What follows belongs to an exercise in optimizing a design on an open flow for small area and a short achievable clock period; a production flow would make more cautious choices. In this exercise RTL edits were held to simulation tests only and were not proved equivalent to the original. Power figures rest on the tool's default switching activity, not on a simulated workload.

==> flow/design.v, too long to show whole: its modules and the start of the top module <==
// module fp_multiplier: 1787 lines
module fp_multiplier(input [31:0] a, input [31:0] b, output [31:0] out, input clk,
	input rst, input in_valid, output out_valid);
  // ...
==> flow/run.sh <==
#!/bin/bash
# synth_recipe.tcl (not shown) runs the flow's synth.tcl, then flattens the netlist and writes it again
# the make line also repeats each setting of config.mk as NAME=value (left out here)
make -C /OpenROAD-flow-scripts/flow DESIGN_CONFIG=/design/flow/config.mk WORK_HOME=/design/flow/orfs CLKGATE_MAP_FILE= SYNTH_SCRIPT=/design/flow/synth_recipe.tcl finish
==> flow/config.mk <==
export PLATFORM = sky130hd
export DESIGN_NAME = fp_multiplier
export DESIGN_NICKNAME = fp_multiplier
export VERILOG_FILES = /design/flow/design.v
export SDC_FILE = /design/flow/constraint.sdc
export NUM_CORES = 4
export LEC_CHECK = 0
export CAP_MARGIN = 20
export CORE_MARGIN = 2
export CORE_UTILIZATION = 40
export CTS_BUF_LIST = sky130_fd_sc_hd__clkbuf_8
export CTS_CLUSTER_DIAMETER = 100
export CTS_CLUSTER_SIZE = 16
export SLEW_MARGIN = 20
==> flow/constraint.sdc <==
create_clock -name core_clock -period 2.5 [get_ports {clk}]
set_input_delay 0.5000 -clock core_clock [delete_from_list [all_inputs] [get_ports {clk}]]
set_output_delay 0.5000 -clock core_clock [all_outputs]
set_load 0.01 [all_outputs]
==> results.yml, run 1 <==
routing:
  wire_per_inst_um: 20.6
  drt_wl_total_um: 62100
  vias_per_cell: 5.51
  drt-met1-wl_um: 26600
  vias: 16600
power:
  p_seq_mw: 9.38
  power_clock_mw: 2.94
  combPwrFrac: 0.543
floorplan:
  floorplan.initialDensity: 0.404
  tap-cell-count: 748
final_layout:
  largest_register: "valid"
  inv_count: 200
  finish.utilization: 0.473
  dominant_cells: "multi-input gates"
  multi_input_area_um2: 13600
  seq_area_um2: 7290
clock_tree:
  cts_hold_buf: 0
global_route:
  grt_pass1_vias: 17000
placement:
  io_buffers: 99
  post-place-ws_ns: -0.876
  gp_congestion: 0.935
yosys:
  synth_top_family_by_area: "adder cells"
  synth_top_cell_area_share: 0.327
timing:
  post-route-min-period_ns: 2.45
worst_setup_path:
  slowest_stage: "fa_2"
  crit_path_end: "n784_r2$_DFF_P_"
outcome:
  outcome: "timing/DRC/antenna clean"
==> inputs of run 2 (changes only) <==
--- a/flow/config.mk
+++ b/flow/config.mk
@@ -11,4 +11,5 @@
 export CTS_BUF_LIST = sky130_fd_sc_hd__clkbuf_8
 export CTS_CLUSTER_DIAMETER = 100
 export CTS_CLUSTER_SIZE = 16
+export GPL_TIMING_DRIVEN = 0
 export SLEW_MARGIN = 20
==> results.yml, run 2 <==
clock_tree:
  cts_sinks: 363
  cts_buffers: 27
  cts_buffer_depth: 3
  cts_root_buf: "clkbuf_8"
  cts_tree: "done"
  h-tree-depth: 1
  clock_latency_ns: 0.66
  cts.clk_slew.worst_paths_ns: 0.10
yosys:
  synth_seq_cells: 363
  yosysMostFrequentCell: "dfxtp_1"
  synthTopCellsByArea: "dfxtp_1 33%, fa_1 14%, ha_1 8.3%, xnor2_1 7.8%, a221oi_1 6.9%"
  synth_compound_area_frac: 0.206
  synth_edf_count: 0
  synth_top_cell_area_share: 0.327
  async_flop_share: 0
  yosysWarnings: 1
  synthXorXnorAreaFrac: 0.104
  syn_nets: 2516
  synth_top_family_by_area: "adder cells"
  synth.area.mux_share: 0.0216
  ys_top_cells_by_count: "363 x dfxtp_1, 197 x inv_1, 197 x xnor2_1"
  synth_area_um2: 22200
  synth_cell_types: 70
  avgSynthCellArea_um2: 10.4
  seq_area_frac_synth: 0.327
  yosysTopAreaCell: "dfxtp_1"
  synthFlopType: "dfxtp_1"
  synth_adder_area_share: 0.223
  postSynthCellCount: 2146
  synthSimpleGateAreaFrac: 0.0422
final_layout:
  drive_gt1_frac: 0.252
  nNetsFinal: 2657
  seq_area_um2: 7390
  multi_input_area_um2: 14600
  postLayoutCellArea_um2: 27600
  largest_register: "valid"
  largest_reg_flops: 4
  syn2layout_area_growth_pct: 23.9
  n_fill_cell: 4992
  final_common_cell: "dfxtp_1"
  most-common-layout-cells: "302 x dfxtp_1, 187 x inv_1, 175 x xnor2_1, 165 x a22o_1"
  final_cells: 3040
floorplan:
  die_area_um2: 57500
  fp.coreArea_um2: 55000
  die-width_um: 240
  rows: 86
  floorplan.initialDensity: 0.404
  die_h_um: 240
  io-pin-count: 100
worst_setup_path:
  slowest_stage: "fa_2"
  crit_path_end_kind: "register"
  cp_common_cell: "fa_2"
  crit_family: "adder cells"
  start_kind: "register"
  cp_max_fo: 10
  path_buf_inv: 1
  max_stage_delay_ns: 0.65
  crit_required_ns: 3.03
  worstPathArrival_ns: 3.08
  path_cells: "clkbuf_8, a22o_1, a221oi_4, xnor2_2, fa_2, fa_2"
  criticalPathCategory: "register to register"
timing:
  worst_slack_ns: -0.0510
  rsz0062_at_grt: "true"
  skew_ns: 0.0313
  slew_headroom: 0.306
  finalHoldViolations: 0
  fmax_ghz: 0.392
  setup_violations: 7
  finalSetupTns_ns: -0.111
  post-route-period-util: 1.02
  worstMarginPinSlew_ns: 1.03
  final_max_slew_viol_count: 0
  post-route-min-period_ns: 2.55
placement:
  place_area_um2: 24200
  dp.cells: 2993
  gp_congestion: 1.01
  post-place-ws_ns: -1.39
  io_buffers: 99
  place_hpwl_um: 69700
global_route:
  grt-ovfl-total: 0
  grt_max_degree: 17
  grt_use_met3: 0.0564
  busiest_layer: "met2"
  grt_pass1_vias: 17900
  antenna_found_initial: 3
  met1_usage: 0.405
  gr-usage-met2: 0.518
  track_usage: 0.314
  grt_pass1_wl_um: 128000
power:
  p_leak_nw: 11.9
  vdd_drop_max_v: 0.000586
  p_per_area_nw_per_um2: 1070
flow_run:
  maxCapViolCount: 0
routing:
  drt_wl_total_um: 89800
  drtPass1Iterations: 5
  antenna_left: 0
  drc: 0
  vias_per_cell: 5.78
  drt_iter0_drc: 1421
  vias: 17600
  wire_per_inst_um: 29.5
min_path:
  worstHoldPathType: "input pin to register"
outcome:
  checkFailReasons: "negative setup slack"
  outcome: "complete, but fails checks"
==> run 2: cell counts after synthesis <==
Identical to the previous run, type by type.
==> run 2: layout make-up <==
cell class | count | area share
diodes | 1 | 0.0000908
clock buffers | 30 | 0.0150
clock inverters | 3 | 0.00114
plain buffers | 159 | 0.0598
flip-flops and latches | 363 | 0.268
inverters | 200 | 0.0280
multi-input cells | 1357 | 0.529
well taps | 748 | 0.0340
repair buffers | 179 | 0.0648
==> run 2: routing by layer <==
| layer | wire length [µm] | part of all wire | vias to the layer above |
|---|---|---|---|
| met4 | 4490 | 0.050 | 2 |
| met3 | 6010 | 0.067 | 209 |
| li1 | - | - | 7778 |
| met2 | 41300 | 0.46 | 733 |
| met1 | 38000 | 0.42 | 8852 |
| met5 | 13 | 0.00014 | - |
==> run 2: cells by family after synthesis <==
group / Yosys count
AOI/OAI and AO/OA: 576
xor gates and xnor gates: 263
adders and majority gates: 303
buffers and inverters: 426
DFF: 363
muxes: 43
and+or+nand+nor: 172
==> run 2: worst paths after layout <==
kind | from | depth (start not counted) | end | slack, ns
max | n491_r1$_DFF_P_ | 6 | n756_r2$_DFF_P_ | -0.05
min | a[3] | 1 | a3_r1$_DFF_P_ | 0.08
max reg2reg | n491_r1$_DFF_P_ | 6 | n756_r2$_DFF_P_ | -0.05
min reg2reg | sg_s0_r3$_DFF_P_ | 0 | sg_s0_r4$_DFF_P_ | 0.33
==> run 2: per-stage QoR <==
stage	utilization	hold WS [ns]	power [mW]
2_1_floorplan	-	0.310	19.5
3_3_place_gp	0.440	0.310	25.0
3_5_place_dp	0.440	0.312	25.2
4_1_cts	0.491	0.0319	29.5
5_1_grt	0.501	0.0386	32.2
6_report	0.501	0.0816	29.4
==> run 2: worst register-to-register path, delay by kind of cell, from the launching register on <==
kind / cells / cell delay [ns]
adder cells (fa/ha/maj): 2 / 1.16
AO/OA/AOI/OAI: 2 / 0.56
flip-flops: 1 / 0.40
buffers and inverters: 1 / 0.21
XOR/XNOR: 1 / 0.12
==> run 2: what timing repair did <==
action / 4_1_cts / 5_1_grt
buffers inserted: 55 / 26
cloned: 3 / 0
pin swaps: 57 / 61
endpoints found under the hold margin: 0 / 1
setup endpoints to repair: 162 / 88
hold buffers: 0 / 1
resized for setup: 747 / 146
==> run 2: where the power goes <==
group	total, mW	switching (mW)	internal (mW)
logic	16.8	8.50	8.27
clock network	2.96	1.87	1.09
registers	9.64	1.50	8.14
total	29.4	11.9	17.5
==> inputs of run 3 (changes only) <==
--- a/flow/config.mk
+++ b/flow/config.mk
@@ -5,11 +5,11 @@
 export SDC_FILE = /design/flow/constraint.sdc
 export NUM_CORES = 4
 export LEC_CHECK = 0
+export ABC_CLOCK_PERIOD_IN_PS = 3500
 export CAP_MARGIN = 20
 export CORE_MARGIN = 2
 export CORE_UTILIZATION = 40
 export CTS_BUF_LIST = sky130_fd_sc_hd__clkbuf_8
 export CTS_CLUSTER_DIAMETER = 100
 export CTS_CLUSTER_SIZE = 16
-export GPL_TIMING_DRIVEN = 0
 export SLEW_MARGIN = 20
==> results.yml, run 3 <==
final_layout:
  final_common_cell: "dfxtp_1"
  largest_register: "valid"
  nNetsFinal: 2636
  syn2layout_area_growth_pct: 16.9
  most-common-layout-cells: "343 x dfxtp_1, 196 x inv_1, 196 x xnor2_1, 179 x buf_4, 168 x a22o_1"
  drive_gt1_frac: 0.183
  largest_reg_flops: 4
global_route:
  grt_pass1_wl_um: 97400
  track_usage: 0.217
  antenna_found_initial: 2
  grt_pass1_vias: 17000
  grt_max_degree: 29
  grt-ovfl-total: 0
yosys:
  async_flop_share: 0
  seq_area_frac_synth: 0.327
  yosysWarnings: 1
  yosysTopAreaCell: "dfxtp_1"
  synth_edf_count: 0
  synth_seq_cells: 363
  postSynthCellCount: 2146
  ys_top_cells_by_count: "363 x dfxtp_1, 197 x inv_1, 197 x xnor2_1"
  synthTopCellsByArea: "dfxtp_1 33%, fa_1 14%, ha_1 8.3%, xnor2_1 7.8%, a221oi_1 6.9%"
  avgSynthCellArea_um2: 10.4
  syn_nets: 2516
  synth_area_um2: 22200
  synthFlopType: "dfxtp_1"
  synth_cell_types: 70
  synth_top_cell_area_share: 0.327
  yosysMostFrequentCell: "dfxtp_1"
power:
  clock_power_share: 0.109
  p_leak_nw: 11.3
  power_mw: 27.0
  swShare: 0.391
  vdd_drop_max_v: 0.000454
  switching_power_mw: 10.5
  seq_power_share: 0.348
  intPower_mw: 16.4
  p_per_area_nw_per_um2: 1040
  combPwrFrac: 0.543
routing:
  drtPass1Iterations: 5
  antenna_left: 0
  drt_wl_total_um: 62100
  drt_iter0_drc: 1299
  drc: 0
  vias: 16600
  wire_per_inst_um: 20.6
  vias_per_cell: 5.51
timing:
  skew_ns: 0.0519
  post-route-period-util: 0.979
  post-route-min-period_ns: 2.45
  finalSetupTns_ns: 0
  worst_slack_ns: 0.0534
  final_max_slew_viol_count: 0
  fmax_ghz: 0.409
  finalHoldViolations: 0
  slew_headroom: 0.598
  worstMarginPinSlew_ns: 0.597
  rsz0062_at_grt: "true"
  setup_violations: 0
floorplan:
  die_h_um: 240
  io-pin-count: 100
  die_area_um2: 57500
  die-width_um: 240
  rows: 86
  fp.coreArea_um2: 55000
  floorplan.initialDensity: 0.404
clock_tree:
  cts_root_buf: "clkbuf_8"
  cts_buffer_depth: 3
  clock_latency_ns: 0.67
  cts_tree: "done"
  cts_buffers: 28
  cts.clk_slew.worst_paths_ns: 0.10
  h-tree-depth: 1
  cts_sinks: 363
worst_setup_path:
  start_kind: "register"
  max_stage_delay_ns: 0.58
  cp_max_fo: 19
  slowest_stage: "fa_2"
  path_cells: "buf_12, a22o_1, a221oi_1, xnor2_1, fa_1, inv_1, fa_2"
  reg2reg_depth: 7
  crit_required_ns: 3.07
  criticalPathCategory: "register to register"
  worstPathArrival_ns: 3.02
  crit_path_end_kind: "register"
flow_run:
  maxCapViolCount: 0
placement:
  post-place-ws_ns: -0.876
  place_hpwl_um: 46600
  gp_congestion: 0.935
  io_buffers: 99
outcome:
  outcome: "timing/DRC/antenna clean"
min_path:
  hold_depth: 2
  worstHoldPathType: "input pin to register"
run 3: cell count changes in the layout (fill, tap and decap cells not counted), moves of 21 or more:
cell	previous run	this run
buf_4	83	179
a221oi_1	99	142
dfxtp_1	302	343
buf_6	48	9
clkbuf_4	35	0
clkbuf_8	63	28
a221oi_4	29	0
buf_12	10	37
dfxtp_2	43	19
clkbuf_2	23	1
xnor2_1	175	196
xnor2_2	22	1
run 3: kinds of logic (layout without fill, tap and decap cells):
family | after synthesis | count (layout) | share of synthesized area
AOI/OAI and AO/OA | 576 | 576 | 0.206
buffers and inverters | 426 | 549 | 0.0773
DFF | 363 | 363 | 0.327
adders and majority gates | 303 | 303 | 0.223
xor gates and xnor gates | 263 | 263 | 0.104
and+or+nand+nor | 172 | 172 | 0.0422
muxes | 43 | 43 | 0.0216
other | 0 | 1 | 0
run 3: repair_timing:
action,4_1_cts,5_1_grt
setup endpoints to repair,47,60
setup buffers,9,1
hold buffers,0,0
pin swaps,20,15
cloned,2,0
gates resized for setup,164,62
run 3: final timing paths:
path	slack, ns	to	from
setup / recovery	0.05	n784_r2$_DFF_P_	n490_r1$_DFF_P_
hold / removal	0.18	a4_r1$_DFF_P_	a[4]
hold reg to reg	0.32	sg_s0_r3$_DFF_P_	sg_s0_r2$_DFF_P_
setup reg to reg	0.05	n784_r2$_DFF_P_	n490_r1$_DFF_P_
run 3: layer usage:
metal | up-vias | wire [µm] | track usage
met3 | 174 | 4840 | 0.0394
met1 | 8028 | 26600 | 0.283
met2 | 694 | 28200 | 0.356
li1 | 7718 | - | -
met4 | 2 | 2420 | 0.0871
met5 | - | 13 | 0
run 3: layout make-up:
| class | count | area [µm²] |
|---|---|---|
| antenna | 1 | 2.50 |
| clock buffer | 28 | 385 |
| clock inverter | 5 | 63.8 |
| fill | 5144 | 29000 |
| inverter | 200 | 754 |
| multi-input combinational | 1357 | 13600 |
| sequential | 363 | 7290 |
| tap | 748 | 936 |
| timing repair buffer | 316 | 2990 |
run 3: worst max-delay path, delay by kind of cell, from the launching register on:
family,cells,cell delay (ns)
DFF,1,0.34
adders and majority gates,2,1.13
buffers and inverters,2,0.23
AOI/OAI and AO/OA,2,0.49
xor gates and xnor gates,1,0.14
run 3: power by group through the flow:
stage	combinational [mW]	sequential, mW	clock [mW]
floorplan	10.5	8.99	0
global placement	14.4	9.44	0
detailed placement	14.7	9.49	0
CTS	14.9	9.39	3.09
global route	16.9	9.60	3.30
finish	14.6	9.38	2.94
run 3: through the flow:
step	hold slack, ns	cell area, µm²	utilization	std cells
after floorplan	0.310	22300	-	2146
after global placement	0.312	25200	0.458	2974
after detailed placement	0.312	25200	0.458	2974
after CTS	0.216	25800	0.469	3018
after global routing	0.150	26000	0.473	3018
final	0.179	26000	0.473	3018
==> inputs of run 4 (changes only) <==
--- a/flow/config.mk
+++ b/flow/config.mk
@@ -5,11 +5,11 @@
 export SDC_FILE = /design/flow/constraint.sdc
 export NUM_CORES = 4
 export LEC_CHECK = 0
-export ABC_CLOCK_PERIOD_IN_PS = 3500
 export CAP_MARGIN = 20
 export CORE_MARGIN = 2
-export CORE_UTILIZATION = 40
+export CORE_UTILIZATION = 60
 export CTS_BUF_LIST = sky130_fd_sc_hd__clkbuf_8
 export CTS_CLUSTER_DIAMETER = 100
 export CTS_CLUSTER_SIZE = 16
+export PLACE_DENSITY = 0.75
 export SLEW_MARGIN = 20
==> results.yml, run 4 <==
floorplan:
  die_h_um: 197
  rows: 70
  fp.coreArea_um2: 36500
  io-pin-count: 100
  die_area_um2: 38600
  die-width_um: 197
  floorplan.initialDensity: 0.609
final_layout:
  postLayoutCellArea_um2: 25700
  largest_reg_flops: 4
  syn2layout_area_growth_pct: 15.5
  nNetsFinal: 2643
  multi_input_area_um2: 13600
  drive_gt1_frac: 0.178
  most-common-layout-cells: "347 x dfxtp_1, 197 x inv_1, 197 x xnor2_1, 183 x buf_4, 168 x a22o_1"
  antenna_cells: 0
  finish.utilization: 0.703
  largest_register: "valid"
  final_common_cell: "dfxtp_1"
  n_fill_cell: 2762
  seq_area_um2: 7290
power:
  p_leak_nw: 11.3
  vdd_drop_max_v: 0.000512
  p_per_area_nw_per_um2: 1060
clock_tree:
  cts.clk_slew.worst_paths_ns: 0.10
  cts_sinks: 363
  cts_buffer_depth: 3
  cts_buffers: 27
  clock_latency_ns: 0.63
  cts_hold_buf: 0
  h-tree-depth: 1
  cts_tree: "done"
  cts_root_buf: "clkbuf_8"
yosys:
  postSynthCellCount: 2146
  syn_nets: 2516
  yosysWarnings: 1
  synth_edf_count: 0
  synth_seq_cells: 363
  synthFlopType: "dfxtp_1"
  yosysMostFrequentCell: "dfxtp_1"
  synth_area_um2: 22200
  async_flop_share: 0
  yosysTopAreaCell: "dfxtp_1"
  synthTopCellsByArea: "dfxtp_1 33%, fa_1 14%, ha_1 8.3%, xnor2_1 7.8%, a221oi_1 6.9%"
  synth_top_cell_area_share: 0.327
  seq_area_frac_synth: 0.327
  synth_cell_types: 70
  avgSynthCellArea_um2: 10.4
  ys_top_cells_by_count: "363 x dfxtp_1, 197 x inv_1, 197 x xnor2_1"
timing:
  worst_hold_slack_ns: 0.258
  finalHoldViolations: 0
  fmax_ghz: 0.408
  finalSetupTns_ns: 0
  post-route-period-util: 0.981
  setup_violations: 0
  worstMarginPinSlew_ns: 0.703
  skew_ns: 0.0148
  post-route-min-period_ns: 2.45
  rsz0062_at_grt: "true"
  final_max_slew_viol_count: 0
  slew_headroom: 0.531
placement:
  place_hpwl_um: 45700
  gp_congestion: 0.989
  place_area_um2: 24900
  io_buffers: 99
outcome:
  outcome: "timing/DRC/antenna clean"
worst_setup_path:
  cp_max_fo: 2
  worstPathArrival_ns: 2.94
  crit_required_ns: 2.99
  crit_path_end_kind: "register"
  criticalPathCategory: "register to register"
  start_kind: "register"
  reg2reg_depth: 6
routing:
  drt_iter0_drc: 1603
  vias: 17100
  antenna_left: 0
  drc: 0
  wire_per_inst_um: 22.5
  vias_per_cell: 6.22
  drt_wl_total_um: 61600
  drtPass1Iterations: 9
min_path:
  hold_depth: 2
  worstHoldPathType: "input pin to register"
global_route:
  track_usage: 0.319
  grt_max_degree: 29
  grt_pass1_wl_um: 96500
  grt-ovfl-total: 0
  grt_pass1_vias: 17500
  antenna_found_initial: 0
flow_run:
  maxCapViolCount: 0
[run 4: cell counts after synthesis]
No cell type changed its count.
[run 4: cell families after synthesis]
kind of cell / after synthesis / share of synthesized area
flops: 363 / 0.327
fa+ha+maj: 303 / 0.223
buf+inv: 426 / 0.0773
mux: 43 / 0.0216
xor+xnor: 263 / 0.104
compound gates: 576 / 0.206
simple gates: 172 / 0.0422
[run 4: cell type report]
cell class	count	share of cell area
Clock buffer	27	0.0145
Clock inverter	4	0.00156
Inverter	200	0.0294
Multi-Input combinational cell	1357	0.528
Sequential cell	363	0.284
Tap cell	468	0.0228
Timing Repair Buffer	324	0.119
[run 4: final timing paths]
| check | startpoint | end | slack, ns |
|---|---|---|---|
| max | a6_r1$_DFF_P_ | n888_r2$_DFF_P_ | 0.05 |
| min | a[1] | a1_r1$_DFF_P_ | 0.26 |
| max reg2reg | a6_r1$_DFF_P_ | n888_r2$_DFF_P_ | 0.05 |
| min reg2reg | e_s02_r1$_DFF_P_ | e_s02_r2$_DFF_P_ | 0.33 |
[run 4: power by group]
group	switching (mW)	internal [mW]
clock	1.83	0.998
combinational	7.73	7.34
sequential	1.28	8.13
[run 4: metal layers]
metal | vias up | share of wire | global-route usage
met1 | 8222 | 0.41 | 0.418
met4 | 0 | 0.038 | 0.115
met3 | 194 | 0.10 | 0.0654
li1 | 7715 | - | -
met2 | 933 | 0.45 | 0.525
met5 | - | 0 | 0
[run 4: metrics by stage]
stage,setup slack [ns],std cells,power [mW]
after global placement,-0.795,2696,23.5
final,0.0464,2743,27.3
after CTS,-0.116,2735,27.4
after floorplan,-0.135,2146,19.5
after global routing,-0.0478,2743,29.8
after detailed placement,-0.899,2696,24.5
[run 4: worst max-delay path, cell delays in order, from the launching register on]
cell     delay (ns)
dfxtp_2        0.37
inv_1          0.06
fa_1           0.47
ha_1           0.31
inv_1          0.06
fa_1           0.58
fa_1           0.46
[run 4: repair_timing]
| item | 4_1_cts | 5_1_grt |
|---|---|---|
| resized for setup | 85 | 84 |
| setup endpoints to repair | 53 | 61 |
| setup buffers | 6 | 9 |
| gates cloned | 2 | 0 |
| pin swaps | 13 | 16 |

what the ideal ports hide:
In the flow no input, the clock included, has a driving cell. The finished layouts below were timed again as built, in two steps. Step 1 assumes that a clkbuf_16 drives the clock port and a buf_2 every other input. Step 2 adds t to the input delays and takes it off the output delays; t is the mean of the earliest and latest rising clock arrival at the registers after step 1. Input paths then give back, and output paths get back, about the clock's delay inside the block. Slacks: ideal ports / drivers / drivers and shift; pairs: ideal ports / drivers.
run	t (ns)	slack for setup (ns)	worst register clock-pin slew, ns	worst data-port slew with drivers (ns)
run 1	0.704	0.053 / 0.042 / -0.587	0.11 / 0.11	0.06
run 2	0.695	-0.051 / -0.058 / -0.583	0.10 / 0.10	0.06
run 3	0.704	0.053 / 0.042 / -0.587	0.11 / 0.11	0.06
run 4	0.673	0.046 / 0.046 / -0.563	0.10 / 0.10	0.06
Met with ideal ports but missed after step 2: setup timing in run 1, run 3 and run 4.
